Source: an optimization exercise on an open RTL-to-GDS flow (aim: small area). Production flows keep margins and buffers that such runs may drop. At most, simulation tests tie the RTL to the original design; equivalence was not proved. For run 3, only the layout was checked, not whether the RTL still works. The clock port is modelled as an ideal driver; clocking choices that lean on that would not hold on a real chip. Power and IR drop assume default switching activity.

<file path="flow/design.v">
module counter16 #(
	parameter min = 8'h00, 
	parameter max = 8'hFF, 
	parameter init = min 
) (
	input clk,
	input rst,
	input e, 
	output reg [7:0] q
);
	wire sw_add = q == min;
	wire sw_sub = q == max;
	reg op;
	wire op_add = (~op & ~sw_add & ~sw_sub) | (op & sw_add);
	always @(posedge clk) begin
		if (rst) begin
			op <= 1'b0;
			q <= init;
		end else if (e) begin
			op <= sw_add ? 1'b0 : (sw_sub ? 1'b1 : op);
			q <= op_add ? (q + 8'h1) : (q - 8'h1);
		end
	end
endmodule
module psc4 #(
	parameter div = 4'b1
) (
	input clk, 
	input rst,
	input ce,
	output q
);
	reg [3:0] cnt;
	assign q = cnt == 4'b0;
	always @(posedge clk) begin
		if (rst)
			cnt <= div;
		else if (ce)
			cnt <= cnt == 4'b0 ? div : (cnt - 4'b1);
	end
endmodule
module tim16 #(
	parameter psc = 16'h0
) (
	input clk, 
	input rst,
	input en, 
	input [15:0] arr, 
	input [15:0] cmp0, 
	input [15:0] cmp1,
	input [15:0] cmp2, 
	input [15:0] cmp3,
	output out, 
	output upd,
	output cmp0_out,
	output cmp1_out,
	output cmp2_out,
	output cmp3_out
);
	reg [15:0] psc_cnt;
	wire inc_cnt = psc_cnt == 16'h0;
	reg prl_empty;
	reg [15:0] prl_arr;	
	reg [15:0] cnt;
	wire rst_cnt = cnt == (prl_empty ? arr : prl_arr);
	assign out = rst_cnt;
	assign upd = en & inc_cnt & rst_cnt;
	reg [15:0] prl_cmp0;
	reg [15:0] prl_cmp1;
	reg [15:0] prl_cmp2;
	reg [15:0] prl_cmp3;
	assign cmp0_out = en & (cnt <= (prl_empty ? cmp0 : prl_cmp0));
	assign cmp1_out = en & (cnt <= (prl_empty ? cmp1 : prl_cmp1));
	assign cmp2_out = en & (cnt <= (prl_empty ? cmp2 : prl_cmp2));
	assign cmp3_out = en & (cnt <= (prl_empty ? cmp3 : prl_cmp3));
	always @(posedge clk) begin
		if (rst) begin
			psc_cnt <= psc;
			prl_empty <= 1'b1;
			prl_arr <= 16'h0;
			cnt <= 16'h0;
			prl_cmp0 <= 16'b0;
			prl_cmp1 <= 16'b0;
			prl_cmp2 <= 16'b0;
			prl_cmp3 <= 16'b0;
		end else begin
			if (en & prl_empty) begin
				prl_arr <= arr;
				prl_cmp0 <= cmp0;
				prl_cmp1 <= cmp1;
				prl_cmp2 <= cmp2;
				prl_cmp3 <= cmp3;
				prl_empty <= 1'b0;
			end
			if (en & inc_cnt & rst_cnt) begin
				prl_cmp0 <= cmp0;
				prl_cmp1 <= cmp1;
				prl_cmp2 <= cmp2;
				prl_cmp3 <= cmp3;
				prl_arr <= arr;
			end
			if (en & inc_cnt) begin
				cnt <= rst_cnt ? 16'h0 : cnt + 16'h1;
			end
			if (en) begin
				psc_cnt <= inc_cnt ? psc : psc_cnt - 16'h1;
			end
		end
	end
endmodule
module led_driver(
	input CLK, 
	input RST,
	output LED_R, 
	output LED_G, 
	output LED_B, 
	output VAL_CLK, 
	output PWM_CLK
);
	wire val_clk, pwm_clk;
	wire pwm_fall, val_fall;
	assign VAL_CLK = val_clk;
	assign PWM_CLK = pwm_clk;
	assign val_fall = pwm_fall & val_clk;
	wire [7:0] led_pwm_val_r, led_pwm_val_g, led_pwm_val_b;
	counter16 #(
		.min(8'd0),
		.max(8'd124),
		.init(8'd31)
	) led_cnt_r (
		.clk(CLK),
		.rst(RST),
		.e(val_fall), 
		.q(led_pwm_val_r)
	);
	counter16 #(
		.min(8'd0),
		.max(8'd124),
		.init(8'd62)
	) led_cnt_g (
		.clk(CLK),
		.rst(RST),
		.e(val_fall), 
		.q(led_pwm_val_g)
	);
	counter16 #(
		.min(8'd0),
		.max(8'd124),
		.init(8'd93)
	) led_cnt_b (
		.clk(CLK),
		.rst(RST),
		.e(val_fall), 
		.q(led_pwm_val_b)
	);
	psc4 #(
		.div(4'd9)
	) pwm_scl (
		.clk(CLK),
		.rst(RST),
		.ce(pwm_fall),
		.q(val_clk)
	);
	tim16 #(
		.psc(16'd24)
	) led_pwm_tim (
		.clk(CLK),
		.rst(RST),
		.en(1'b1),
		.arr(16'd999), 
		.out(pwm_clk),
		.upd(pwm_fall),
		.cmp0({ 5'b0, led_pwm_val_r, 3'b0 }), 
		.cmp1({ 5'b0, led_pwm_val_g, 3'b0 }),
		.cmp2({ 5'b0, led_pwm_val_b, 3'b0 }),
		.cmp3(16'd0),
		.cmp0_out(LED_R),
		.cmp1_out(LED_G),
		.cmp2_out(LED_B),
		.cmp3_out()
	);
endmodule
</file>
<file path="flow/run.sh">
#!/bin/bash
# synth_recipe.tcl (not shown) runs the flow's synth.tcl, then flattens the netlist and writes it again
# the make line also repeats each setting of config.mk as NAME=value (left out here)
make -C /OpenROAD-flow-scripts/flow DESIGN_CONFIG=/design/flow/config.mk WORK_HOME=/design/flow/orfs CLKGATE_MAP_FILE= SYNTH_SCRIPT=/design/flow/synth_recipe.tcl finish
</file>
<file path="flow/config.mk">
export PLATFORM = sky130hd
export DESIGN_NAME = led_driver
export DESIGN_NICKNAME = led_driver
export VERILOG_FILES = /design/flow/design.v
export SDC_FILE = /design/flow/constraint.sdc
export NUM_CORES = 4
export LEC_CHECK = 0
export CAP_MARGIN = 20
export CORE_MARGIN = 2
export CORE_UTILIZATION = 40
export SLEW_MARGIN = 20
</file>
<file path="flow/constraint.sdc">
create_clock -name core_clock -period 10.0 [get_ports {CLK}]
set_input_delay 2.0000 -clock core_clock [delete_from_list [all_inputs] [get_ports {CLK}]]
set_output_delay 2.0000 -clock core_clock [all_outputs]
set_load 0.01 [all_outputs]
</file>
==> results of run 1 <==
## power breakdown
part           switching (mW)  internal, mW  total (mW)  leakage, nW
clock network           0.214         0.390       0.604        0.287
registers             0.00795         0.522       0.530         1.04
logic                  0.0356        0.0237      0.0593         1.85
total                   0.257         0.936        1.19         3.18
## sequential cells by signal, summed over array words and instances, names as in the netlist
name                   cells
led_pwm_tim.psc_cnt       16
led_pwm_tim.prl_cmp0      16
led_pwm_tim.prl_cmp2      16
led_cnt_r.q                8
led_cnt_r.op               1
led_pwm_tim.cnt           16
led_cnt_g.q                8
led_pwm_tim.prl_arr       16
led_cnt_b.op               1
led_pwm_tim.prl_cmp1      16
pwm_scl.cnt                4
led_cnt_b.q                8
led_cnt_g.op               1
led_pwm_tim.prl_empty      1
## path summary, 6_finish.rpt
kind	start	endpoint	depth (start not counted)
hold / removal	led_pwm_tim.prl_cmp2[14]$_SDFF_PP0_	led_pwm_tim.prl_cmp2[14]$_SDFF_PP0_	2
setup / recovery	led_pwm_tim.prl_empty$_DFF_P_	LED_G	10
setup reg to reg	led_pwm_tim.prl_empty$_DFF_P_	led_cnt_b.op$_SDFFE_PP0P_	9
hold reg to reg	led_pwm_tim.prl_cmp2[14]$_SDFF_PP0_	led_pwm_tim.prl_cmp2[14]$_SDFF_PP0_	2
## through the flow
stage	hold slack [ns]	utilization	cells	cell area [um2]
6_report	0.448	0.456	1050	7950
5_1_grt	0.476	0.456	1050	7950
3_3_place_gp	0.443	0.422	1018	7340
4_1_cts	0.454	0.455	1049	7920
3_5_place_dp	0.447	0.422	1018	7340
2_1_floorplan	0.430	-	815	7170
## layer usage
layer  GRT usage  share of wire
met1       0.244           0.51
met2       0.287           0.45
met3      0.0479          0.032
met4      0.0414         0.0081
met5           0              0
## area by class of cell
cell class,instances,share of cell area
Multi-Input combinational cell,626,0.541
Clock inverter,6,0.0101
Tap cell,225,0.0354
Timing Repair Buffer,11,0.0142
Sequential cell,128,0.323
Clock buffer,25,0.0624
Inverter,29,0.0139
## cells by family after synthesis
family | count (synthesis)
AO/OA/AOI/OAI | 170
XOR/XNOR | 45
adder cells (fa/ha/maj) | 71
buffers and inverters | 61
flip-flops | 128
multiplexers | 32
AND/OR/NAND/NOR | 308
## cell usage in the layout (no fill, tap or decap), types with 5 or more instances in the layout
master / instances
and3_1: 5
a21o_1: 12
clkinv_2: 5
nor2_1: 109
xnor2_1: 29
dfxtp_1: 127
o21a_1: 7
a22oi_1: 5
nand3_1: 12
clkdlybuf4s50_1: 5
nand2_1: 59
o211ai_1: 7
xor2_1: 16
or3_1: 13
nor4_1: 6
nand2b_1: 8
inv_1: 26
a21oi_1: 50
nor2b_1: 23
and2_1: 11
a211oi_1: 29
nand4_1: 15
o21ai_0: 34
clkbuf_16: 17
nor3_1: 22
a211o_1: 7
ha_1: 68
mux2i_1: 32
## worst reg2reg max path, stage by stage (launching register included)
cell	delay [ns]
dfxtp_2	0.30
buf_4	0.54
clkinv_1	0.87
nand4_1	0.35
a32oi_1	0.15
nand4_2	0.23
clkinv_2	0.20
and3_1	0.50
a31oi_1	0.32
a211oi_2	0.06
==> impl_metrics.env, run 1 <==
export IMPL_post_cts_setup_buffer_count=0
export IMPL_crit_buf_inv=3
export IMPL_cts_inserted_buffers=17
export IMPL_ir_drop_mv=0.112
export IMPL_arrival_ns=4.46
export IMPL_syn_avg_cell_area_um2=8.79
export IMPL_cts_resized=0
export IMPL_synth_top_family_by_area="simple AND/OR/NAND/NOR gates"
export IMPL_setup_viol=0
export IMPL_grt_pass1_vias=5262
export IMPL_htreeDepth=4
export IMPL_synth_cell_type_count=58
export IMPL_synth_nets=888
export IMPL_synth_top_area_frac=0.358
export IMPL_total_power_mw=1.19
export IMPL_finalSetupTns_ns=0
export IMPL_synth_most_common_cell="dfxtp_1"
export IMPL_vias_per_cell=5.29
export IMPL_hold_viol_final=0
export IMPL_r2r_slack_ns=6.35
export IMPL_core_area_um2=17400
export IMPL_hold_path_class="flop to flop"
export IMPL_routed_wl_um=15700
export IMPL_cts_tree="done"
export IMPL_syn_area_um2=7170
export IMPL_dp_slack_ns=3.90
export IMPL_synth_simple_area_share=0.221
export IMPL_worst_pin_slew_ns=0.845
export IMPL_grt_overflow=0
export IMPL_grt_pass1_wl_um=26600
export IMPL_fill_cells=1732
export IMPL_synth_edf_count=0
export IMPL_drtIter0Drc=300
export IMPL_port_buffers=6
export IMPL_final_nets=886
export IMPL_maxSlewHeadroom=0.437
export IMPL_start_util=0.411
export IMPL_synth_area_leaders="dfxtp_1 (36%), ha_1 (12%), nor2_1 (5.7%), mux2i_1 (4.5%), xnor2_1 (3.5%)"
export IMPL_max_cap_violations=0
export IMPL_power_density_nw_per_um2=150
export IMPL_timing_fmax_ghz=0.155
export IMPL_fp_dieArea_um2=19000
export IMPL_critical_path_top_delay_family="buffers and inverters"
export IMPL_rsz0062_at_grt="false"
export IMPL_hold_buffers=0
export IMPL_required_ns=8.00
export IMPL_antenna_left=0
export IMPL_startpoint_type="flop"
export IMPL_pin_count=7
export IMPL_yosysTopAreaCell="dfxtp_1"
export IMPL_ys_async_sr_fraction=0
export IMPL_grt_max_degree=58
export IMPL_post_dp_hpwl_um=10400
export IMPL_cts_buffer_depth=2
export IMPL_post_synth_inst_count=815
export IMPL_globalplace_congestion=0.772
export IMPL_multiInputGateArea_um2=4300
export IMPL_syn2layout_area_growth_pct=10.9
export IMPL_slowest_stage="clkinv_1"
export IMPL_track_usage=0.180
export IMPL_yosys_area_share_adder=0.127
export IMPL_path_class="flop to output pin"
export IMPL_period_minus_slack_ns=6.46
export IMPL_endpoint_kind="output pin"
export IMPL_root_buffer="clkbuf_16"
export IMPL_outcome="complete, no violations"
export IMPL_diodes=0
export IMPL_p_leak_nw=3.18
export IMPL_drt_wirelength_per_cell_um=14.9
export IMPL_post_route_period_util=0.646
export IMPL_cts_sinks=128
export IMPL_synthMuxAreaShare=0.0447
export IMPL_clk_pin_slew_ns=0.05
export IMPL_die_w_um=138
export IMPL_clock_latency_ns=0.42
export IMPL_crit_path_max_incr_delay_ns=0.86
export IMPL_setup_ws_ns=3.54
export IMPL_slew_viol_final=0
export IMPL_synthXorXnorAreaFrac=0.0550
export IMPL_yosys_top_cells_count="dfxtp_1 (128), nor2_1 (109), ha_1 (68), nand2_1 (59), a21oi_1 (50)"
export IMPL_final_setup_skew_ns=0.0110
export IMPL_path_cells="buf_4 -> clkinv_1 -> nand2_1 -> ha_1 -> nand4_1 -> or3_1 -> nor4_1 -> nor2_1 -> a21oi_1 -> clkdlybuf4s50_1"
export IMPL_drive_gt1_frac=0.0594
export IMPL_vias=5555
export IMPL_synth_compound_area_share=0.153
export IMPL_fp_dieH_um=138
export IMPL_ff_latch_area_um2=2560
export IMPL_drc=0
export IMPL_ys_seq_area_frac=0.358
export IMPL_antenna_found_initial=0
export IMPL_crit_fanout=50
export IMPL_num_rows=48
export IMPL_yosysWarnings=5
export IMPL_first_pass_iters=6
export IMPL_ys_seq_elements=128
export IMPL_synth_flop_cell="dfxtp_1"
==> inputs of run 2 (changes only) <==
==> flow/design.v (replaced) <==
module led_driver(
	input CLK,
	input RST,
	output LED_R,
	output LED_G,
	output LED_B,
	output VAL_CLK,
	output PWM_CLK
);
	reg [4:0] ps;
	reg [2:0] lo;
	reg [2:0] hq;
	reg [4:0] hy;
	reg [3:0] g;
	reg [2:0] k;
	reg [4:0] x;
	wire tick = ~|ps;
	wire last = hq[2] & hq[0] & lo[2] & lo[1];
	wire fend = tick & last;
	wire hinc = tick & (&lo);
	wire step = fend & g[3] & ~g[2] & g[0];    
	assign PWM_CLK = last;
	assign VAL_CLK = g[3] & ~g[0];               
	always @(posedge CLK) begin
		if (RST) begin
			ps <= 5'd24;
			lo <= 3'd7;
			hq <= 3'd0;
			hy <= 5'd31;
			g <= 4'd15;
			k <= 3'd0;
			x <= 5'd0;
		end else begin
			ps <= tick ? 5'd24 : ps - 5'd1;
			if (tick)
				lo <= lo + 3'd1;
			if (fend) begin
				hq <= 3'd0;
				hy <= 5'd31;
			end else if (hinc) begin
				if (&hy) begin
					hy <= 5'd1;
					hq <= hq + 3'd1;
				end else
					hy <= hy + 5'd1;
			end
			if (fend)
				g <= (g[3] & g[0] & ~g[2]) ? 4'd0 : g + 4'd1;
			if (step) begin
				if (x[4] & x[3] & x[2] & x[1]) begin
					x <= 5'd0;
					k <= k + 3'd1;
				end else
					x <= x + 5'd1;
			end
		end
	end
	wire ya = hy <= x;         
	wire yb = hy <= ~x;        
	function led;
		input [2:0] m;
		input [2:0] hq;
		input ya, yb;
		reg [2:0] qs;
		begin
			qs = {1'b0, m[1:0] ^ {2{m[2]}}};
			led = (hq <= qs) | ((hq == qs + 3'd1) & (m[2] ? yb : ya));
		end
	endfunction
	assign LED_R = led(k + 3'd1, hq, ya, yb);
	assign LED_G = led(k + 3'd2, hq, ya, yb);
	assign LED_B = led(k + 3'd3, hq, ya, yb);
endmodule
==> flow/flow/run.sh (new file) <==
#!/bin/bash
# Layout flow: the standard flow (standard.sh) with
#  - ports buffered with the smallest buffer
#  - clock tree with small clock buffers and no dummy loads
# Each tool's output goes to the logs under orfs/logs; make's output to standard.log.
set -euo pipefail
W=$(pwd)
cat > "$W/area.abc" <<EOA
strash
&get -n
&deepsyn -T 60
&put
amap
topo
EOA
cat > "$W/area_synth.tcl" <<EOT
# synth_recipe.tcl with ABC given the area script above
proc abc {args} {
  set i [lsearch -exact \$args -script]
  if { \$i >= 0 } { set args [lreplace \$args \$i [expr {\$i + 1}] -script $W/area.abc] }
  yosys abc {*}\$args
}
source $W/synth_recipe.tcl
EOT
bash standard.sh SYNTH_SCRIPT="$W/area_synth.tcl" ADDER_MAP_FILE= \
  "BUFFER_PORTS_ARGS=-buffer_cell sky130_fd_sc_hd__buf_1" \
  "CTS_ARGS=-sink_clustering_enable -repair_clock_nets -buf_list sky130_fd_sc_hd__clkbuf_8 -dont_use_dummy_load" \
  finish > "$W/standard.log" 2>&1
==> flow/standard.sh (new file) <==
#!/bin/bash
# synth_recipe.tcl (not shown) runs the flow's synth.tcl, then flattens the netlist and writes it again
# the make line also repeats each setting of config.mk as NAME=value (left out here)
make -C /OpenROAD-flow-scripts/flow DESIGN_CONFIG=/design/flow/config.mk WORK_HOME=/design/flow/orfs CLKGATE_MAP_FILE= SYNTH_SCRIPT=/design/flow/synth_recipe.tcl "${@:-finish}"
removed: flow/run.sh
==> run 2 against run 1 <==
Against the previous run: critical path depth stayed put; global-route usage is 3.3 points lower; core utilization is 0.079 points higher; clock-buffer cell count is 22 lower; critical path type unchanged; cell area is 82% lower; register-to-register slack better by 0.53 ns.
==> impl_metrics.env, run 2 <==
export IMPL_grt_pass1_vias=1003
export IMPL_path_class="flop to output pin"
export IMPL_syn2layout_area_growth_pct=9.31
export IMPL_path_cells="clkinv_1 -> o211ai_1 -> o21ai_0 -> o21ai_0 -> nand2_1 -> o221ai_1 -> o21a_1 -> o21ai_0 -> o21ai_0 -> buf_1"
export IMPL_slowest_stage="dfxtp_1"
export IMPL_synth_most_common_cell="nor2_1"
export IMPL_drtIter0Drc=78
export IMPL_yosysWarnings=1
export IMPL_setup_viol=0
export IMPL_cts_buffer_depth=2
export IMPL_cts_resized=0
export IMPL_root_buffer="clkbuf_8"
export IMPL_yosys_top_cells_count="nor2_1 (29), dfxtp_1 (28), clkinv_1 (27), o21ai_0 (23), nand2_1 (15)"
export IMPL_routed_wl_um=2360
export IMPL_syn_avg_cell_area_um2=7.46
export IMPL_rsz0062_at_grt="false"
export IMPL_hold_buffers=0
export IMPL_synth_flop_cell="dfxtp_1"
export IMPL_hold_viol_final=0
export IMPL_endpoint_kind="output pin"
export IMPL_fp_dieH_um=60.5
export IMPL_maxSlewHeadroom=0.718
export IMPL_final_setup_skew_ns=0.0133
export IMPL_crit_buf_inv=2
export IMPL_vias=1138
export IMPL_power_density_nw_per_um2=131
export IMPL_clk_pin_slew_ns=0.09
export IMPL_worst_pin_slew_ns=0.419
export IMPL_post_synth_inst_count=171
export IMPL_critical_path_top_delay_family="compound AO/OA/AOI/OAI gates"
export IMPL_crit_fanout=6
export IMPL_vias_per_cell=5.08
export IMPL_syn_area_um2=1280
export IMPL_reg_top3="hy (5), ps (5), x (5)"
export IMPL_p_leak_nw=0.468
export IMPL_ys_seq_elements=28
export IMPL_max_cap_violations=0
export IMPL_layout_common_cells="nor2_1 (29), dfxtp_1 (28), clkinv_1 (27), o21ai_0 (23), nand2_1 (15)"
export IMPL_first_pass_iters=4
export IMPL_final_nets=184
export IMPL_drc=0
export IMPL_core_area_um2=3050
export IMPL_post_dp_hpwl_um=1920
export IMPL_antenna_left=0
export IMPL_ys_async_sr_fraction=0
export IMPL_drive_gt1_frac=0.0167
export IMPL_hold_path_class="flop to flop"
export IMPL_period_minus_slack_ns=3.87
export IMPL_start_util=0.418
export IMPL_cts_inserted_buffers=3
export IMPL_slew_viol_final=0
export IMPL_track_usage=0.147
export IMPL_ys_seq_area_frac=0.439
export IMPL_timing_fmax_ghz=0.258
export IMPL_fp_dieArea_um2=3660
export IMPL_diodes=0
export IMPL_final_common_cell="nor2_1"
export IMPL_arrival_ns=1.87
export IMPL_htreeDepth=1
export IMPL_post_cts_setup_buffer_count=0
export IMPL_synth_top_area_frac=0.439
export IMPL_ir_drop_mv=0.0554
export IMPL_required_ns=8.00
export IMPL_antenna_found_initial=0
export IMPL_drt_wirelength_per_cell_um=10.6
export IMPL_startpoint_type="flop"
export IMPL_finalSetupTns_ns=0
export IMPL_globalplace_congestion=0.835
export IMPL_post_route_period_util=0.387
export IMPL_synth_edf_count=0
export IMPL_cpMostUsedCell="o21ai_0"
export IMPL_cts_sinks=28
export IMPL_synth_area_leaders="dfxtp_1 (44%), o21ai_0 (9.0%), nor2_1 (8.5%), clkinv_1 (7.9%), nand2_1 (4.4%)"
export IMPL_grt_pass1_wl_um=4180
export IMPL_die_w_um=60.5
export IMPL_pin_count=7
export IMPL_fill_cells=305
export IMPL_synth_nets=173
export IMPL_place_inst=221
export IMPL_outcome="complete, no violations"
export IMPL_num_rows=20
export IMPL_fin_cells=224
export IMPL_cts_tree="done"
export IMPL_synth_cell_type_count=26
export IMPL_crit_path_max_incr_delay_ns=0.42
export IMPL_port_buffers=6
export IMPL_grt_overflow=0
export IMPL_clock_latency_ns=0.27
export IMPL_grt_max_degree=17
export IMPL_yosysTopAreaCell="dfxtp_1"
-- run 2: cell count changes in the layout (fill, tap and decap cells not counted), sizes merged, moves of 32 or more --
cell   delta
dfxtp   -100
nor2     -82
ha       -68
nand2    -44
a21oi    -40
mux2i    -32
-- run 2: cell type report --
cell class | instances | area [um2] | share of cell area
well taps | 44 | 55.1 | 0.0395
clock buffers | 3 | 41.3 | 0.0296
repair buffers | 6 | 22.5 | 0.0161
inverters | 27 | 101 | 0.0726
multi-input cells | 116 | 614 | 0.440
flip-flops and latches | 28 | 561 | 0.402
-- run 2: worst register-to-register path, cell delays in order (launching register included) --
cell	delay, ns
dfxtp_1	0.32
or2_0	0.27
or3_1	0.42
nor2_1	0.17
nand2_1	0.12
nor3_1	0.31
nand2_1	0.14
nor2_1	0.22
and2_0	0.21
nand2_1	0.09
nor2_1	0.18
clkinv_1	0.11
nor2_1	0.15
clkinv_1	0.10
nor2_1	0.13
nor2_1	0.06
nor2_1	0.08
-- run 2: cell families after synthesis --
group	after synthesis	share of synthesized area
flip-flops	28	0.439
AO/OA/AOI/OAI	59	0.290
buffers and inverters	27	0.0794
AND/OR/NAND/NOR	57	0.191
-- run 2: final timing paths --
check | startpoint | endpoint | slack, ns | cells after the start
hold / removal | ps[0]$_SDFF_PP0_ | ps[0]$_SDFF_PP0_ | 0.44 | 1
setup reg to reg | ps[1]$_SDFF_PP0_ | hq[2]$_SDFFE_PP0P_ | 6.88 | 16
hold reg to reg | ps[0]$_SDFF_PP0_ | ps[0]$_SDFF_PP0_ | 0.44 | 1
setup / recovery | x[1]$_SDFFE_PP0P_ | LED_R | 6.13 | 10
-- run 2: per-stage QoR --
step / hold WS [ns] / total power [mW] / util / instance area [um2] / worst slack [ns]
2_1_floorplan: 0.408 / 0.124 / - / 1280 / 6.57
3_3_place_gp: 0.414 / 0.126 / 0.443 / 1350 / 6.45
3_5_place_dp: 0.428 / 0.126 / 0.443 / 1350 / 6.40
6_report: 0.440 / 0.182 / 0.457 / 1400 / 6.13
5_1_grt: 0.474 / 0.192 / 0.457 / 1400 / 5.88
4_1_cts: 0.443 / 0.186 / 0.457 / 1400 / 6.10
-- run 2: report_power, final --
group          internal [mW]  total (mW)  switching [mW]
combinational        0.00289     0.00787         0.00498
sequential             0.114       0.116         0.00166
clock                 0.0270      0.0586          0.0316
total                  0.144       0.182          0.0383
-- run 2: routing by layer --
layer	track usage	wire length [um]	vias to the layer above
li1	-	-	615
met1	0.207	1190	506
met2	0.231	1080	11
met3	0.0256	54	6
met4	0.0466	38	0
met5	0	0	-
==> inputs of run 3 (changes only) <==
==> flow/design.v (replaced) <==
module led_driver(
	input CLK,
	input RST,
	output LED_R,
	output LED_G,
	output LED_B,
	output VAL_CLK,
	output PWM_CLK
);
	reg [4:0] ps;
	reg [2:0] lo;
	reg [2:0] hq;
	reg [4:0] hy;
	reg [3:0] g;
	reg [3:0] k;
	reg [4:0] x;
	wire tick = ~ps[3] & ~ps[1] & ~ps[0];
	wire last = hq[2] & hq[0] & lo[2] & lo[1];
	wire fend = tick & last;
	wire hinc = tick & (&lo);
	wire step = fend & g[3] & ~g[2] & g[0];    
	assign PWM_CLK = last;
	assign VAL_CLK = g[3] & ~g[0];               
	always @(posedge CLK) begin
		if (RST) begin
			ps <= 5'd2;
			lo <= 3'd7;
			hq <= 3'd0;
			hy <= 5'd31;
			g <= 4'd15;
			k <= 4'd0;
			x <= 5'd0;
		end else begin
			ps <= tick ? 5'd2 : {ps[3:0], ps[4] ^ ps[1]};
			if (tick)
				lo <= lo + 3'd1;
			if (fend) begin
				hq <= 3'd0;
				hy <= 5'd31;
			end else if (hinc) begin
				if (&hy) begin
					hy <= 5'd1;
					hq <= hq + 3'd1;
				end else
					hy <= hy + 5'd1;
			end
			if (fend)
				g <= (g[3] & g[0] & ~g[2]) ? 4'd0 : g + 4'd1;
			if (step) begin
				if (x[4] & x[3] & x[2] & x[1]) begin
					x <= 5'd0;
					k <= {k[2:0], ~k[3]};
				end else
					x <= x + 5'd1;
			end
		end
	end
	wire ya = hy <= x;         
	wire yb = hy <= ~x;        
	function led;
		input [3:0] b;
		input [2:0] hq;
		input ya, yb;
		reg [2:0] qs;
		begin
			qs = b[0] + b[1] + b[2];
			led = (hq <= qs) | ((hq == qs + 3'd1) & (b[3] ? yb : ya));
		end
	endfunction
	wire [3:0] m1 = {k[2:0], ~k[3]};
	wire [3:0] m2 = {m1[2:0], ~m1[3]};
	wire [3:0] m3 = {m2[2:0], ~m2[3]};
	assign LED_R = led(m1, hq, ya, yb);
	assign LED_G = led(m2, hq, ya, yb);
	assign LED_B = led(m3, hq, ya, yb);
endmodule
==> flow/flow/run.sh (replaced) <==
#!/bin/bash
# Layout flow: the standard flow (standard.sh) with
#  - ports buffered with the smallest buffer
#  - clock tree of clkbuf_8 buffers, no dummy loads
# make's output goes to standard.log, each tool's to its log under orfs/logs.
set -euo pipefail
W=$(pwd)
for s in 1 2 3 4 5 6; do
  printf 'strash\n&get -n\n&deepsyn -T 30 -S %s\n&put\n%s\ntopo\n' $s \
    "$([ $((s % 2)) = 0 ] && echo 'dch -f
amap' || echo amap)" > "$W/area$s.abc"
done
cat > "$W/area_synth.tcl" <<EOT
# synth_recipe.tcl, with each ABC run replaced by the best of several area-only runs
proc abc {args} {
  set lib {}
  set i [lsearch -exact \$args -liberty]
  if { \$i >= 0 } { set lib [lindex \$args [expr {\$i + 1}]] }
  set i [lsearch -exact \$args -script]
  yosys design -save my_pre_abc
  set best {}
  foreach s {1 2 3 4 5 6} {
    yosys design -load my_pre_abc
    yosys abc {*}[lreplace \$args \$i [expr {\$i + 1}] -script $W/area\$s.abc]
    yosys tee -q -o $W/abc_area\$s.txt stat -liberty \$lib
    set f [open $W/abc_area\$s.txt]; set t [read \$f]; close \$f
    regexp {Chip area for module[^:]*: *([0-9.]+)} \$t -> a
    puts "ABC run \$s: area \$a"
    if { \$best eq {} || \$a < \$best } { set best \$a; yosys design -save my_best_abc }
  }
  yosys design -load my_best_abc
  puts "ABC best area \$best"
}
source $W/synth_recipe.tcl
EOT
bash standard.sh SYNTH_SCRIPT="$W/area_synth.tcl" ADDER_MAP_FILE= \
  "BUFFER_PORTS_ARGS=-buffer_cell sky130_fd_sc_hd__buf_1" \
  "CTS_ARGS=-sink_clustering_enable -repair_clock_nets -buf_list sky130_fd_sc_hd__clkbuf_8 -dont_use_dummy_load" \
  finish > "$W/standard.log" 2>&1
==> run 3 against run 2 <==
Against the previous run: via count is 0.88% higher; core utilization is 0.63 points higher; clock skew is 0.0011 ns higher; register-to-register slack better by 0.40 ns; clock power is 41% higher; area after synthesis is 1.6% lower; maximum frequency is 1.1% lower; cell area is 0.54% higher; largest cell class unchanged; worst hold slack better by 0.011 ns; global-route usage is 2.4 points higher.
==> impl_metrics.env, run 3 <==
export IMPL_outcome="complete, no violations"
export IMPL_timing_fmax_ghz=0.255
export IMPL_worst_pin_slew_ns=0.611
export IMPL_maxSlewHeadroom=0.589
export IMPL_ys_async_sr_fraction=0
export IMPL_grt_pass1_wl_um=4420
export IMPL_num_rows=20
export IMPL_required_ns=8.00
export IMPL_cts_tree="done"
export IMPL_slowest_stage="dfxtp_1"
export IMPL_vias=1148
export IMPL_synth_area_leaders="dfxtp_1 (46%), nor2_1 (9.0%), clkinv_1 (7.5%), o21ai_0 (7.2%), nand2_1 (3.9%)"
export IMPL_drtIter0Drc=69
export IMPL_diodes=0
export IMPL_final_common_cell="nor2_1"
export IMPL_synth_flop_cell="dfxtp_1"
export IMPL_vias_per_cell=5.22
export IMPL_period_minus_slack_ns=3.92
export IMPL_setup_viol=0
export IMPL_drt_wirelength_per_cell_um=11.3
export IMPL_grt_max_degree=10
export IMPL_fp_dieH_um=60.0
export IMPL_cts_inserted_buffers=5
export IMPL_post_cts_setup_buffer_count=0
export IMPL_p_switching_mw=0.0582
export IMPL_endpoint_kind="output pin"
export IMPL_grt_overflow=0
export IMPL_hold_path_class="flop to flop"
export IMPL_post_route_period_util=0.392
export IMPL_path_cells="clkinv_1 -> o211ai_1 -> o221ai_1 -> o221ai_1 -> o221ai_1 -> o21ai_0 -> or2_0 -> a21oi_1 -> a21oi_1 -> buf_1"
export IMPL_antenna_found_initial=0
export IMPL_core_area_um2=3030
export IMPL_cts_sinks=29
export IMPL_pin_count=7
export IMPL_drive_gt1_frac=0.0284
export IMPL_synth_nets=167
export IMPL_clk_pin_slew_ns=0.05
export IMPL_antenna_left=0
export IMPL_max_cap_violations=0
export IMPL_p_leak_nw=0.481
export IMPL_syn_avg_cell_area_um2=7.61
export IMPL_synth_edf_count=0
export IMPL_crit_fanout=6
export IMPL_clock_latency_ns=0.28
export IMPL_cts_resized=0
export IMPL_yosysWarnings=1
export IMPL_final_nets=180
export IMPL_ys_seq_elements=29
export IMPL_sequentialPowerShare=0.555
export IMPL_track_usage=0.171
export IMPL_power_density_nw_per_um2=166
export IMPL_hold_buffers=0
export IMPL_drc=0
export IMPL_arrival_ns=1.92
export IMPL_grt_pass1_vias=1064
export IMPL_p_comb_frac=0.091
export IMPL_synth_most_common_cell="nor2_1"
export IMPL_path_class="flop to output pin"
export IMPL_cts_buffer_depth=2
export IMPL_slew_viol_final=0
export IMPL_clockPowerShare=0.353
export IMPL_reg_top3="hy (5), ps (5), x (5)"
export IMPL_multiInputGateArea_um2=582
export IMPL_setup_ws_ns=6.08
export IMPL_ys_seq_area_frac=0.462
export IMPL_htreeDepth=2
export IMPL_total_power_mw=0.233
export IMPL_syn2layout_area_growth_pct=11.7
export IMPL_swShare=0.249
export IMPL_synth_cell_type_count=27
export IMPL_final_setup_skew_ns=0.0144
export IMPL_start_util=0.415
export IMPL_dp_slack_ns=6.36
export IMPL_die_w_um=60.0
export IMPL_fill_cells=322
export IMPL_ff_latch_area_um2=581
export IMPL_intPower_mw=0.175
export IMPL_synth_top_area_frac=0.462
export IMPL_hold_viol_final=0
export IMPL_rsz0062_at_grt="false"
export IMPL_startpoint_type="flop"
export IMPL_post_dp_hpwl_um=1910
export IMPL_routed_wl_um=2490
export IMPL_cpMostUsedCell="o221ai_1"
export IMPL_ir_drop_mv=0.0963
export IMPL_port_buffers=6
export IMPL_syn_area_um2=1260
export IMPL_globalplace_congestion=0.811
export IMPL_yosysTopAreaCell="dfxtp_1"
export IMPL_post_synth_inst_count=165
export IMPL_crit_path_max_incr_delay_ns=0.41
export IMPL_fp_dieArea_um2=3600
export IMPL_root_buffer="clkbuf_8"
export IMPL_first_pass_iters=5
export IMPL_finalSetupTns_ns=0
export IMPL_yosys_top_cells_count="nor2_1 (30), dfxtp_1 (29), clkinv_1 (25), o21ai_0 (18), nand2_1 (13)"
export IMPL_layout_common_cells="nor2_1 (30), dfxtp_1 (29), clkinv_1 (25), o21ai_0 (18), nand2_1 (13)"
-- run 3: critical path, delay by kind of cell (launching register included) --
kind	cells	cell delay, ns
compound gates	7	0.82
simple gates	1	0.15
flops	1	0.41
buf+inv	2	0.27
-- run 3: logic make-up after synthesis --
logic type,Yosys count,share of synthesized area
AO/OA/AOI/OAI,50,0.252
flip-flops,29,0.462
buffers and inverters,25,0.0747
AND/OR/NAND/NOR,61,0.211
-- run 3: final timing paths --
check,slack (ns),cells after the start,startpoint,endpoint
setup / recovery,6.08,10,x[1]$_SDFFE_PP0P_,LED_B
hold / removal,0.45,1,ps[0]$_SDFF_PP0_,ps[1]$_SDFF_PP1_
setup reg to reg,7.28,10,ps[1]$_SDFF_PP1_,k[2]$_SDFFE_PP0P_
hold reg to reg,0.45,1,ps[0]$_SDFF_PP0_,ps[1]$_SDFF_PP1_
-- run 3: layer usage --
| layer | track usage | vias to the layer above | share of wire |
|---|---|---|---|
| li1 | - | 606 | - |
| met1 | 0.188 | 521 | 0.45 |
| met2 | 0.286 | 15 | 0.49 |
| met3 | 0.0714 | 6 | 0.041 |
| met4 | 0.0762 | 0 | 0.021 |
| met5 | 0 | - | 0 |
-- run 3: per-stage QoR --
stage	cell area, um2	hold slack (ns)	instances	util
finish	1400	0.450	220	0.463
global route	1400	0.472	220	0.463
CTS	1400	0.457	220	0.463
detailed placement	1330	0.437	215	0.440
global placement	1330	0.422	215	0.440
floorplan	1260	0.411	165	-
-- run 3: power by group through the flow --
stage	Sequential, mW	Clock, mW	Combinational, mW
floorplan	0.130	0	0.0171
global placement	0.132	0	0.0208
detailed placement	0.132	0	0.0214
CTS	0.130	0.0856	0.0216
global route	0.130	0.0911	0.0253
finish	0.130	0.0825	0.0214
-- run 3: cell type report --
class / instances / share of cell area
Multi-Input combinational cell: 111 / 0.415
Sequential cell: 29 / 0.414
Inverter: 25 / 0.0669
Clock buffer: 5 / 0.0491
Tap cell: 44 / 0.0393
Timing Repair Buffer: 6 / 0.0161
==> inputs of run 4 (changes only) <==
--- a/flow/design.v
+++ b/flow/design.v
@@ -12,7 +12,7 @@
 	reg [2:0] hq;
 	reg [4:0] hy;
 	reg [3:0] g;
-	reg [3:0] k;
+	reg [2:0] k;
 	reg [4:0] x;
 	wire tick = ~ps[3] & ~ps[1] & ~ps[0];
 	wire last = hq[2] & hq[0] & lo[2] & lo[1];
@@ -28,7 +28,7 @@
 			hq <= 3'd0;
 			hy <= 5'd31;
 			g <= 4'd15;
-			k <= 4'd0;
+			k <= 3'd0;
 			x <= 5'd0;
 		end else begin
 			ps <= tick ? 5'd2 : {ps[3:0], ps[4] ^ ps[1]};
@@ -49,7 +49,7 @@
 			if (step) begin
 				if (x[4] & x[3] & x[2] & x[1]) begin
 					x <= 5'd0;
-					k <= {k[2:0], ~k[3]};
+					k <= k + 3'd1;
 				end else
 					x <= x + 5'd1;
 			end
@@ -58,19 +58,16 @@
 	wire ya = hy <= x;         
 	wire yb = hy <= ~x;        
 	function led;
-		input [3:0] b;
+		input [2:0] m;
 		input [2:0] hq;
 		input ya, yb;
 		reg [2:0] qs;
 		begin
-			qs = b[0] + b[1] + b[2];
-			led = (hq <= qs) | ((hq == qs + 3'd1) & (b[3] ? yb : ya));
+			qs = {1'b0, m[1:0] ^ {2{m[2]}}};
+			led = (hq <= qs) | ((hq == qs + 3'd1) & (m[2] ? yb : ya));
 		end
 	endfunction
-	wire [3:0] m1 = {k[2:0], ~k[3]};
-	wire [3:0] m2 = {m1[2:0], ~m1[3]};
-	wire [3:0] m3 = {m2[2:0], ~m2[3]};
-	assign LED_R = led(m1, hq, ya, yb);
-	assign LED_G = led(m2, hq, ya, yb);
-	assign LED_B = led(m3, hq, ya, yb);
+	assign LED_R = led(k + 3'd1, hq, ya, yb);
+	assign LED_G = led(k + 3'd2, hq, ya, yb);
+	assign LED_B = led(k + 3'd3, hq, ya, yb);
 endmodule
==> run 4 against run 3 <==
Against the previous run: still clean on timing, DRC and antenna; flip-flop and latch count is 1 lower; die area is 1.1% lower; sequential power is 5% lower; register-to-register slack better by 0.08 ns; via count is 1.1% lower.
==> impl_metrics.env, run 4 <==
export IMPL_crit_fanout=5
export IMPL_drive_gt1_frac=0.0169
export IMPL_yosysTopAreaCell="dfxtp_1"
export IMPL_worst_pin_slew_ns=0.551
export IMPL_reg_top3="hy (5), ps (5), x (5)"
export IMPL_hold_buffers=0
export IMPL_core_area_um2=3000
export IMPL_crit_reg2reg_launch="ps[1]$_SDFF_PP1_"
export IMPL_port_buffers=6
export IMPL_hold_path_class="flop to flop"
export IMPL_synth_nets=170
export IMPL_period_minus_slack_ns=4.81
export IMPL_drc=0
export IMPL_critical_path_top_delay_family="compound AO/OA/AOI/OAI gates"
export IMPL_globalplace_congestion=0.791
export IMPL_path_cells="clkinv_1 -> a21oi_1 -> o21ai_0 -> o221ai_1 -> o21ai_0 -> a21oi_1 -> a21oi_1 -> o22ai_1 -> nand2_1 -> o21a_1 -> a21oi_1 -> nor2_1 -> a21oi_1 -> clkinv_1 -> a31oi_1 -> buf_1"
export IMPL_clock_latency_ns=0.27
export IMPL_hold_viol_final=0
export IMPL_root_buffer="clkbuf_8"
export IMPL_arrival_ns=2.81
export IMPL_slowest_stage="dfxtp_1"
export IMPL_p_switching_mw=0.0504
export IMPL_fp_dieArea_um2=3560
export IMPL_ys_async_sr_fraction=0
export IMPL_fp_dieH_um=59.7
export IMPL_cts_sinks=28
export IMPL_start_util=0.413
export IMPL_grt_overflow=0
export IMPL_post_cts_setup_buffer_count=0
export IMPL_vias_per_cell=5.40
export IMPL_htreeDepth=1
export IMPL_synth_most_common_cell="nor2_1"
export IMPL_grt_pass1_vias=981
export IMPL_num_rows=20
export IMPL_cts_inserted_buffers=3
export IMPL_setup_ws_ns=5.19
export IMPL_antenna_found_initial=0
export IMPL_rsz0062_at_grt="false"
export IMPL_sequentialPowerShare=0.613
export IMPL_maxSlewHeadroom=0.630
export IMPL_slew_viol_final=0
export IMPL_timing_fmax_ghz=0.208
export IMPL_cts_resized=0
export IMPL_r2r_cells=8
export IMPL_layout_common_cells="nor2_1 (37), clkinv_1 (28), dfxtp_1 (28), o21ai_0 (16), nand2_1 (12)"
export IMPL_post_route_period_util=0.481
export IMPL_first_pass_iters=4
export IMPL_grt_max_degree=17
export IMPL_crit_path_max_incr_delay_ns=0.41
export IMPL_vias=1135
export IMPL_max_cap_violations=0
export IMPL_cts_buffer_depth=2
export IMPL_drtIter0Drc=65
export IMPL_crit_path_start="x[1]$_SDFFE_PP0P_"
export IMPL_syn2layout_area_growth_pct=8.47
export IMPL_cts_tree="done"
export IMPL_startpoint_type="flop"
export IMPL_wl_met1_um=1200
export IMPL_yosys_top_cells_count="nor2_1 (37), clkinv_1 (28), dfxtp_1 (28), o21ai_0 (16), nand2_1 (12)"
export IMPL_synth_cell_type_count=24
export IMPL_swShare=0.249
export IMPL_final_setup_skew_ns=0.0111
export IMPL_finalSetupTns_ns=0
export IMPL_ys_seq_elements=28
export IMPL_ys_seq_area_frac=0.452
export IMPL_r2r_slack_ns=7.36
export IMPL_reg2reg_to="k[2]$_SDFFE_PP0P_"
export IMPL_track_usage=0.151
export IMPL_post_synth_inst_count=168
export IMPL_setup_worst_path_end="LED_B"
export IMPL_ir_drop_mv=0.0967
export IMPL_antenna_left=0
export IMPL_pin_count=7
export IMPL_p_comb_frac=0.095
export IMPL_grt_pass1_wl_um=4080
export IMPL_syn_avg_cell_area_um2=7.39
export IMPL_crit_buf_inv=3
export IMPL_intPower_mw=0.152
export IMPL_drt_wirelength_per_cell_um=11.6
export IMPL_final_nets=181
export IMPL_yosysWarnings=1
export IMPL_synth_flop_cell="dfxtp_1"
export IMPL_setup_viol=0
export IMPL_synth_area_leaders="dfxtp_1 (45%), nor2_1 (11%), clkinv_1 (8.5%), o21ai_0 (6.5%), a21oi_1 (3.6%)"
export IMPL_cpMostUsedCell="a21oi_1"
export IMPL_p_leak_nw=0.461
export IMPL_endpoint_kind="output pin"
export IMPL_dr_wl_met2_um=1110
export IMPL_synth_top_area_frac=0.452
export IMPL_power_density_nw_per_um2=150
export IMPL_synth_edf_count=0
export IMPL_post_dp_hpwl_um=1900
export IMPL_final_common_cell="nor2_1"
export IMPL_outcome="complete, no violations"
export IMPL_routed_wl_um=2430
export IMPL_cp_depth=16
export IMPL_maxUsedRoutingLayer="met4"
export IMPL_diodes=0
export IMPL_clockPowerShare=0.293
export IMPL_syn_area_um2=1240
export IMPL_required_ns=8.00
export IMPL_die_w_um=59.7
export IMPL_path_class="flop to output pin"
export IMPL_clk_pin_slew_ns=0.09
export IMPL_dp_slack_ns=5.51
export IMPL_wl_met3_um=91
export IMPL_fill_cells=327
==> run 4: final cells by class <==
class	count	area (um2)	area share
multi-input cells	112	576	0.428
flip-flops and latches	28	561	0.416
inverters	28	105	0.0781
clock buffers	3	41.3	0.0307
well taps	33	41.3	0.0307
repair buffers	6	22.5	0.0167
==> run 4: layer usage <==
metal / global-route usage / up-vias
met5: 0 / -
met4: 0.0571 / 0
met3: 0.0455 / 4
met2: 0.234 / 17
met1: 0.197 / 512
li1: - / 602
==> run 4: how the worst min path moves through the flow <==
stage | end | cells past startpoint | from | slack, ns
4_1_cts | ps[3]$_SDFF_PP0_ | 1 | ps[2]$_SDFF_PP0_ | 0.47
2_1_floorplan | ps[1]$_SDFF_PP1_ | 2 | ps[0]$_SDFF_PP0_ | 0.42
3_3_place_gp | ps[1]$_SDFF_PP1_ | 2 | ps[0]$_SDFF_PP0_ | 0.44
5_1_grt | ps[3]$_SDFF_PP0_ | 1 | ps[2]$_SDFF_PP0_ | 0.48
3_5_place_dp | ps[3]$_SDFF_PP0_ | 1 | ps[2]$_SDFF_PP0_ | 0.45
6_report | ps[3]$_SDFF_PP0_ | 1 | ps[2]$_SDFF_PP0_ | 0.47
==> run 4: per-stage QoR <==
step	power, mW	cells	hold slack, ns	instance area [um2]	util
after floorplan	0.140	168	0.420	1240	-
after global placement	0.145	207	0.441	1310	0.435
after detailed placement	0.146	207	0.447	1310	0.435
after CTS	0.207	210	0.469	1350	0.448
after global routing	0.213	210	0.480	1350	0.448
final	0.203	210	0.467	1350	0.448
==> run 4: power groups by stage <==
stage | logic (mW) | clock network [mW] | registers [mW]
after floorplan | 0.0152 | 0 | 0.125
after global placement | 0.0186 | 0 | 0.126
after detailed placement | 0.0192 | 0 | 0.126
after CTS | 0.0194 | 0.0634 | 0.124
after global routing | 0.0224 | 0.0660 | 0.125
final | 0.0192 | 0.0593 | 0.124
==> run 4: cells by family (layout without fill, tap and decap cells) <==
| logic type | Yosys count | after routing | share of synthesized area |
|---|---|---|---|
| buf+inv | 28 | 37 | 0.0847 |
| flops | 28 | 28 | 0.452 |
| compound gates | 47 | 47 | 0.241 |
| simple gates | 65 | 65 | 0.223 |
==> inputs of run 5 (changes only) <==
--- a/flow/flow/run.sh
+++ b/flow/flow/run.sh
@@ -1,7 +1,8 @@
 #!/bin/bash
 # Layout flow: the standard flow (standard.sh) with
 #  - ports buffered with the smallest buffer
-#  - clock tree of clkbuf_8 buffers, no dummy loads
+#  - clock tree: one buffer (flow/clkbuf.tcl, run before CTS) drives every register's clock
+#    pin; the clock port drives only that buffer, so CTS has nothing left to build
 # make's output goes to standard.log, each tool's to its log under orfs/logs.
 set -euo pipefail
 W=$(pwd)
@@ -35,5 +36,5 @@
 EOT
 bash standard.sh SYNTH_SCRIPT="$W/area_synth.tcl" ADDER_MAP_FILE= \
   "BUFFER_PORTS_ARGS=-buffer_cell sky130_fd_sc_hd__buf_1" \
-  "CTS_ARGS=-sink_clustering_enable -repair_clock_nets -buf_list sky130_fd_sc_hd__clkbuf_8 -dont_use_dummy_load" \
+  "PRE_CTS_TCL=$W/flow/clkbuf.tcl" "CTS_ARGS=-clk_nets CLK" \
   finish > "$W/standard.log" 2>&1
==> flow/flow/clkbuf.tcl (new file) <==
# Drive all clock sinks from one buffer placed at their centroid; the clock port drives only it.
set cell sky130_fd_sc_hd__buf_12
set block [ord::get_db_block]
set db [ord::get_db]
set master [$db findMaster $cell]
set clk [$block findNet CLK]
set sinks [$clk getITerms]
set net [odb::dbNet_create $block clknet_0_CLK]
$net setSigType CLOCK
$clk setSigType CLOCK
set inst [odb::dbInst_create $block $master clkbuf_0_CLK]
set sx 0; set sy 0; set n 0
foreach it $sinks {
  set i [$it getInst]
  set bb [$i getBBox]
  set sx [expr {$sx + ([$bb xMin] + [$bb xMax]) / 2}]
  set sy [expr {$sy + ([$bb yMin] + [$bb yMax]) / 2}]
  incr n
  $it disconnect
  $it connect $net
}
[$inst findITerm A] connect $clk
[$inst findITerm X] connect $net
$inst setLocation [expr {$sx / $n}] [expr {$sy / $n}]
$inst setPlacementStatus PLACED
global_connect
puts "clock buffer $cell drives $n sinks"
==> run 5 against run 4 <==
Against the previous run: still clean on timing, DRC and antenna; total power shrank 7.8%; core utilization is 0.71 points lower; maximum frequency is 2.2% higher; sequential share of layout area is 0.67 points higher; via count fell by 2.2%; register-to-register slack about the same; highest routed layer unchanged.
==> impl_metrics.env, run 5 <==
export IMPL_setup_viol=0
export IMPL_ys_seq_area_frac=0.452
export IMPL_endpoint_kind="output pin"
export IMPL_port_buffers=6
export IMPL_max_cap_violations=0
export IMPL_antenna_found_initial=0
export IMPL_num_rows=20
export IMPL_post_dp_hpwl_um=1900
export IMPL_yosysTopAreaCell="dfxtp_1"
export IMPL_fp_dieArea_um2=3560
export IMPL_synth_top_area_frac=0.452
export IMPL_maxSlewHeadroom=0.627
export IMPL_fin_cells=208
export IMPL_grt_pass1_vias=951
export IMPL_use_met1=0.201
export IMPL_worst_pin_slew_ns=0.555
export IMPL_utilization=0.441
export IMPL_rsz0062_at_grt="false"
export IMPL_synth_nets=170
export IMPL_syn_area_um2=1240
export IMPL_syn_avg_cell_area_um2=7.39
export IMPL_grt_busiest_layer="met2"
export IMPL_vias_per_cell=5.34
export IMPL_hold_viol_final=0
export IMPL_finalSetupTns_ns=0
export IMPL_outcome="complete, no violations"
export IMPL_startpoint_type="flop"
export IMPL_ir_drop_mv=0.0648
export IMPL_drive_gt1_frac=0.00571
export IMPL_final_nets=179
export IMPL_required_ns=8.00
export IMPL_ys_seq_elements=28
export IMPL_period_minus_slack_ns=4.71
export IMPL_synth_flop_cell="dfxtp_1"
export IMPL_power_density_nw_per_um2=141
export IMPL_clock_latency_ns=0.14
export IMPL_post_cts_setup_buffer_count=0
export IMPL_final_setup_skew_ns=0.00283
export IMPL_start_util=0.413
export IMPL_die_w_um=59.7
export IMPL_place_inst=207
export IMPL_grt_use_met2=0.227
export IMPL_antenna_left=0
export IMPL_ys_async_sr_fraction=0
export IMPL_timing_fmax_ghz=0.212
export IMPL_yosys_top_cells_count="nor2_1 (37), clkinv_1 (28), dfxtp_1 (28), o21ai_0 (16), nand2_1 (12)"
export IMPL_drt_wirelength_per_cell_um=11.5
export IMPL_r2r_cells=8
export IMPL_core_area_um2=3000
export IMPL_use_met3=0.00866
export IMPL_synth_cell_type_count=24
export IMPL_slew_viol_final=0
export IMPL_grt_max_degree=29
export IMPL_diodes=0
export IMPL_routed_wl_um=2390
export IMPL_pin_count=7
export IMPL_yosysWarnings=1
export IMPL_path_class="flop to output pin"
export IMPL_p_leak_nw=0.449
export IMPL_drtIter0Drc=63
export IMPL_hold_path_class="flop to flop"
export IMPL_hold_ws_ns=0.469
export IMPL_crit_fanout=5
export IMPL_cts_resized=0
export IMPL_fp_dieH_um=59.7
export IMPL_drc=0
export IMPL_final_common_cell="nor2_1"
export IMPL_globalplace_congestion=0.791
export IMPL_hold_buffers=0
export IMPL_vias=1110
export IMPL_grt_pass1_wl_um=3990
export IMPL_holdPathStages=1
export IMPL_synth_edf_count=0
export IMPL_reg_top3="hy (5), ps (5), x (5)"
export IMPL_arrival_ns=2.71
export IMPL_synth_area_leaders="dfxtp_1 (45%), nor2_1 (11%), clkinv_1 (8.5%), o21ai_0 (6.5%), a21oi_1 (3.6%)"
export IMPL_post_route_period_util=0.471
export IMPL_first_pass_iters=4
export IMPL_post_synth_inst_count=168
export IMPL_grt_overflow=0
export IMPL_syn2layout_area_growth_pct=6.75
export IMPL_clk_pin_slew_ns=0.10
export IMPL_track_usage=0.136
export IMPL_layout_common_cells="nor2_1 (37), clkinv_1 (28), dfxtp_1 (28), o21ai_0 (16), nand2_1 (12)"
export IMPL_total_power_mw=0.187
export IMPL_synth_most_common_cell="nor2_1"
run 5: layer usage:
metal	vias to the layer above	share of wire
li1	595	-
met1	502	0.52
met2	11	0.45
met3	2	0.026
met4	0	0.0067
met5	-	0
run 5: critical path, cell delays in order (launching register included):
cell and delay (ns):
dfxtp_1 0.42, clkinv_1 0.14, a21oi_1 0.14, o21ai_0 0.09, o221ai_1 0.07, o21ai_0 0.10, a21oi_1 0.12, a21oi_1 0.07
o22ai_1 0.18, nand2_1 0.09, o21a_1 0.17, a21oi_1 0.27, nor2_1 0.11, a21oi_1 0.18, clkinv_1 0.09, a31oi_1 0.16
buf_1 0.16
run 5: path summary, 6_finish.rpt:
| check | start | endpoint | slack, ns |
|---|---|---|---|
| hold reg to reg | ps[2]$_SDFF_PP0_ | ps[3]$_SDFF_PP0_ | 0.47 |
| setup reg to reg | ps[1]$_SDFF_PP1_ | k[2]$_SDFFE_PP0P_ | 7.36 |
| hold / removal | ps[2]$_SDFF_PP0_ | ps[3]$_SDFF_PP0_ | 0.47 |
| setup / recovery | x[1]$_SDFFE_PP0P_ | LED_B | 5.29 |
run 5: logic make-up after synthesis:
family,after synthesis,synth area share
AND/OR/NAND/NOR,65,0.223
AO/OA/AOI/OAI,47,0.241
buffers and inverters,28,0.0847
flip-flops,28,0.452
run 5: layout make-up:
| cell class | instances | area, um2 |
|---|---|---|
| Sequential cell | 28 | 561 |
| Buffer | 1 | 20.0 |
| Timing Repair Buffer | 6 | 22.5 |
| Multi-Input combinational cell | 112 | 576 |
| Fill cell | 326 | 1680 |
| Inverter | 28 | 105 |
| Tap cell | 33 | 41.3 |
run 5: report_power, final:
part / internal, mW / switching, mW / leakage [nW]
Clock: 0.0163 / 0.0271 / 0.00940
Combinational: 0.00679 / 0.0124 / 0.211
Sequential: 0.118 / 0.00565 / 0.228
Total: 0.141 / 0.0452 / 0.449
run 5: metrics by stage:
step | cell area [um2] | setup WS (ns)
2_1_floorplan | 1240 | 5.85
3_3_place_gp | 1310 | 5.62
3_5_place_dp | 1310 | 5.51
4_1_cts | 1330 | 5.47
5_1_grt | 1330 | 5.05
6_report | 1330 | 5.29
==> inputs of run 6 (changes only) <==
--- a/flow/design.v
+++ b/flow/design.v
@@ -28,7 +28,7 @@
 			hq <= 3'd0;
 			hy <= 5'd31;
 			g <= 4'd15;
-			k <= 3'd0;
+			k <= 3'd2;
 			x <= 5'd0;
 		end else begin
 			ps <= tick ? 5'd2 : {ps[3:0], ps[4] ^ ps[1]};
@@ -64,10 +64,10 @@
 		reg [2:0] qs;
 		begin
 			qs = {1'b0, m[1:0] ^ {2{m[2]}}};
-			led = (hq <= qs) | ((hq == qs + 3'd1) & (m[2] ? yb : ya));
+			led = hq <= qs + (m[2] ? yb : ya);
 		end
 	endfunction
-	assign LED_R = led(k + 3'd1, hq, ya, yb);
-	assign LED_G = led(k + 3'd2, hq, ya, yb);
-	assign LED_B = led(k + 3'd3, hq, ya, yb);
+	assign LED_R = led(k - 3'd1, hq, ya, yb);
+	assign LED_G = led(k, hq, ya, yb);
+	assign LED_B = led(k + 3'd1, hq, ya, yb);
 endmodule
--- a/flow/flow/run.sh
+++ b/flow/flow/run.sh
@@ -6,10 +6,15 @@
 # make's output goes to standard.log, each tool's to its log under orfs/logs.
 set -euo pipefail
 W=$(pwd)
-for s in 1 2 3 4 5 6; do
-  printf 'strash\n&get -n\n&deepsyn -T 30 -S %s\n&put\n%s\ntopo\n' $s \
-    "$([ $((s % 2)) = 0 ] && echo 'dch -f
-amap' || echo amap)" > "$W/area$s.abc"
+# ABC scripts: &deepsyn (seeds 1-3) followed by one of three area mappers
+n=0
+for seed in 1 2 3; do
+  for map in 'amap' 'dch
+amap' 'dch -f
+amap'; do
+    n=$((n + 1))
+    printf 'strash\n&get -n\n&deepsyn -T 20 -S %s\n&put\n%s\ntopo\n' $seed "$map" > "$W/area$n.abc"
+  done
 done
 cat > "$W/area_synth.tcl" <<EOT
 # synth_recipe.tcl, with each ABC run replaced by the best of several area-only runs
@@ -20,7 +25,7 @@
   set i [lsearch -exact \$args -script]
   yosys design -save my_pre_abc
   set best {}
-  foreach s {1 2 3 4 5 6} {
+  foreach s {1 2 3 4 5 6 7 8 9} {
     yosys design -load my_pre_abc
     yosys abc {*}[lreplace \$args \$i [expr {\$i + 1}] -script $W/area\$s.abc]
     yosys tee -q -o $W/abc_area\$s.txt stat -liberty \$lib
==> run 6 against run 5 <==
Against the previous run: still clean; combinational power shrank 7%; total power fell by 0.18%; sequential power about the same; largest cell class unchanged; highest routed layer unchanged.
==> impl_metrics.env, run 6 <==
export IMPL_grt_busiest_layer="met2"
export IMPL_hold_viol_final=0
export IMPL_hold_path_class="flop to flop"
export IMPL_grt_overflow=0
export IMPL_worst_pin_slew_ns=0.740
export IMPL_synthMuxAreaShare=0
export IMPL_power_density_nw_per_um2=139
export IMPL_synthXorXnorAreaFrac=0
export IMPL_slowest_stage="dfxtp_1"
export IMPL_yosys_top_cells_count="nor2_1 (29), dfxtp_1 (28), clkinv_1 (25), o21ai_0 (15), nand2_1 (13)"
export IMPL_grt_max_degree=29
export IMPL_synth_most_common_cell="nor2_1"
export IMPL_syn_avg_cell_area_um2=7.64
export IMPL_vias_per_cell=5.61
export IMPL_startpoint_type="flop"
export IMPL_fp_dieH_um=60.0
export IMPL_hold_buffers=0
export IMPL_syn_area_um2=1250
export IMPL_slew_viol_final=0
export IMPL_crit_fanout=5
export IMPL_drive_gt1_frac=0.00585
export IMPL_final_setup_skew_ns=0.00173
export IMPL_hp_start="ps[4]$_SDFF_PP0_"
export IMPL_p_leak_nw=0.479
export IMPL_ys_seq_elements=28
export IMPL_use_met3=0.00866
export IMPL_clk_pin_slew_ns=0.11
export IMPL_setup_viol=0
export IMPL_ys_async_sr_fraction=0
export IMPL_synth_flop_cell="dfxtp_1"
export IMPL_synth_nets=166
export IMPL_ys_seq_area_frac=0.448
export IMPL_maxSlewHeadroom=0.503
export IMPL_outcome="complete, no violations"
export IMPL_crit_reg2reg_launch="ps[1]$_SDFF_PP1_"
export IMPL_globalplace_congestion=0.875
export IMPL_reg_top3="hy (5), ps (5), x (5)"
export IMPL_crit_path_max_incr_delay_ns=0.41
export IMPL_synth_top_family_by_area="compound AO/OA/AOI/OAI gates"
export IMPL_yosysTopAreaCell="dfxtp_1"
export IMPL_port_buffers=6
export IMPL_crit_path_start="x[2]$_SDFFE_PP0P_"
export IMPL_final_nets=175
export IMPL_synth_compound_area_share=0.256
export IMPL_fill_cells=317
export IMPL_yosys_area_share_adder=0
export IMPL_dp_slack_ns=6.10
export IMPL_total_power_mw=0.186
export IMPL_antenna_found_initial=0
export IMPL_synth_area_leaders="dfxtp_1 (45%), nor2_1 (8.7%), clkinv_1 (7.5%), o21ai_0 (6.0%), o22ai_1 (4.5%)"
export IMPL_max_cap_violations=0
export IMPL_grt_pass1_vias=1052
export IMPL_path_cells="clkinv_1 -> a222oi_1 -> o22ai_1 -> or2_0 -> and3_1 -> nor2_1 -> nor2_1 -> o22ai_1 -> buf_1"
export IMPL_hold_ws_ns=0.463
export IMPL_use_met1=0.203
export IMPL_num_rows=20
export IMPL_layout_common_cells="nor2_1 (29), dfxtp_1 (28), clkinv_1 (25), o21ai_0 (15), nand2_1 (13)"
export IMPL_period_minus_slack_ns=4.13
export IMPL_drtIter0Drc=92
export IMPL_cts_resized=0
export IMPL_core_area_um2=3000
export IMPL_required_ns=8.00
export IMPL_ir_drop_mv=0.0681
export IMPL_synth_cell_type_count=27
export IMPL_final_common_cell="nor2_1"
export IMPL_finalSetupTns_ns=0
export IMPL_arrival_ns=2.13
export IMPL_fp_dieArea_um2=3590
export IMPL_grt_use_met2=0.273
export IMPL_synth_simple_area_share=0.222
export IMPL_path_class="flop to output pin"
export IMPL_clock_latency_ns=0.14
export IMPL_endpoint_kind="output pin"
export IMPL_post_route_period_util=0.413
export IMPL_synth_edf_count=0
export IMPL_post_dp_hpwl_um=1890
export IMPL_setup_ws_ns=5.87
export IMPL_timing_fmax_ghz=0.242
export IMPL_antenna_left=0
export IMPL_routed_wl_um=2410
export IMPL_first_pass_iters=6
export IMPL_post_synth_inst_count=164
export IMPL_rsz0062_at_grt="false"
export IMPL_final_area_um2=1340
export IMPL_synth_top_area_frac=0.448
export IMPL_yosysWarnings=1
export IMPL_die_w_um=60.0
export IMPL_drc=0
export IMPL_post_cts_setup_buffer_count=0
export IMPL_drt_wirelength_per_cell_um=11.8
export IMPL_dpl_cell_area_um2=1320
export IMPL_track_usage=0.150
export IMPL_grt_pass1_wl_um=4400
export IMPL_diodes=0
export IMPL_pin_count=7
export IMPL_start_util=0.417
export IMPL_vias=1145
export IMPL_syn2layout_area_growth_pct=6.69
run 6: cell types whose count changed in the layout (fill, tap and decap cells not counted), moves of 2 or more:
cell,before,now
o211ai_1,0,2
o221ai_1,3,0
a221oi_1,3,0
nor2_1,37,29
a21oi_1,9,6
or2_0,1,3
o211a_1,0,2
o22ai_1,4,9
nor3_1,7,5
clkinv_1,28,25
nor2b_1,2,4
run 6: cell type report:
| type | instances | area (um2) | share of cell area |
|---|---|---|---|
| flip-flops and latches | 28 | 561 | 0.419 |
| multi-input cells | 111 | 598 | 0.448 |
| repair buffers | 6 | 22.5 | 0.0169 |
| inverters | 25 | 93.8 | 0.0702 |
| well taps | 33 | 41.3 | 0.0309 |
| plain buffers | 1 | 20.0 | 0.0150 |
run 6: path summary, 6_finish.rpt:
kind,to,slack [ns],depth (start not counted)
worst max-delay path,LED_R,5.87,9
worst min-delay path,ps[0]$_SDFF_PP0_,0.46,1
worst max register to register,k[1]$_SDFFE_PP1P_,7.20,11
worst min register to register,ps[0]$_SDFF_PP0_,0.46,1
run 6: worst max-delay path: cells and delay by family, from the launching register on:
kind | cells | cell delay [ns]
compound gates | 3 | 0.65
simple gates | 4 | 0.62
flops | 1 | 0.41
buf+inv | 2 | 0.30
run 6: per-stage QoR:
stage | util | std cells
2_1_floorplan | - | 164
3_3_place_gp | 0.438 | 203
3_5_place_dp | 0.438 | 203
4_1_cts | 0.445 | 204
5_1_grt | 0.445 | 204
6_report | 0.445 | 204
run 6: cells by family after synthesis:
group | count (synthesis)
and+or+nand+nor | 62
AOI/OAI and AO/OA | 49
buffers and inverters | 25
DFF | 28
run 6: power by group:
| group | total, mW | switching [mW] | leakage (nW) | internal [mW] |
|---|---|---|---|---|
| clock | 0.0442 | 0.0278 | 0.00940 | 0.0163 |
| combinational | 0.0178 | 0.0113 | 0.241 | 0.00647 |
| sequential | 0.124 | 0.00604 | 0.228 | 0.118 |
run 6: metal layers:
| layer | up-vias | part of all wire |
|---|---|---|
| met5 | - | 0 |
| met4 | 0 | 0.0066 |
| met3 | 2 | 0.034 |
| met2 | 28 | 0.47 |
| met1 | 514 | 0.49 |
| li1 | 601 | - |

## static timing again, ports no longer ideal
No port has a modelled driver above. Below, the same layouts with a new extraction and two added sets of constraints. Step 1 assumes that a clkbuf_16 drives the clock port and a buf_2 every other input. Step 2 times the ports against the registers' clock, not the clock port: input delays grow and output delays shrink by t, the midpoint of the rising clock arrivals with the driver on. a / b / c = no drivers / after step 1 / after step 2; a / b = the first two.
run | t, ns | setup WS [ns] | worst setup path at the end
run 1 | 0.452 | 3.539 / 3.497 / 3.949 | register to output
run 2 | 0.286 | 6.126 / 6.103 / 6.389 | register to output
run 3 | 0.297 | 6.082 / 6.059 / 6.356 | register to output
run 4 | 0.293 | 5.186 / 5.162 / 5.456 | register to output
run 5 | 0.167 | 5.291 / 5.259 / 5.425 | register to output
run 6 | 0.169 | 5.868 / 5.836 / 6.005 | register to output
After both steps setup and hold are still met in every run listed.
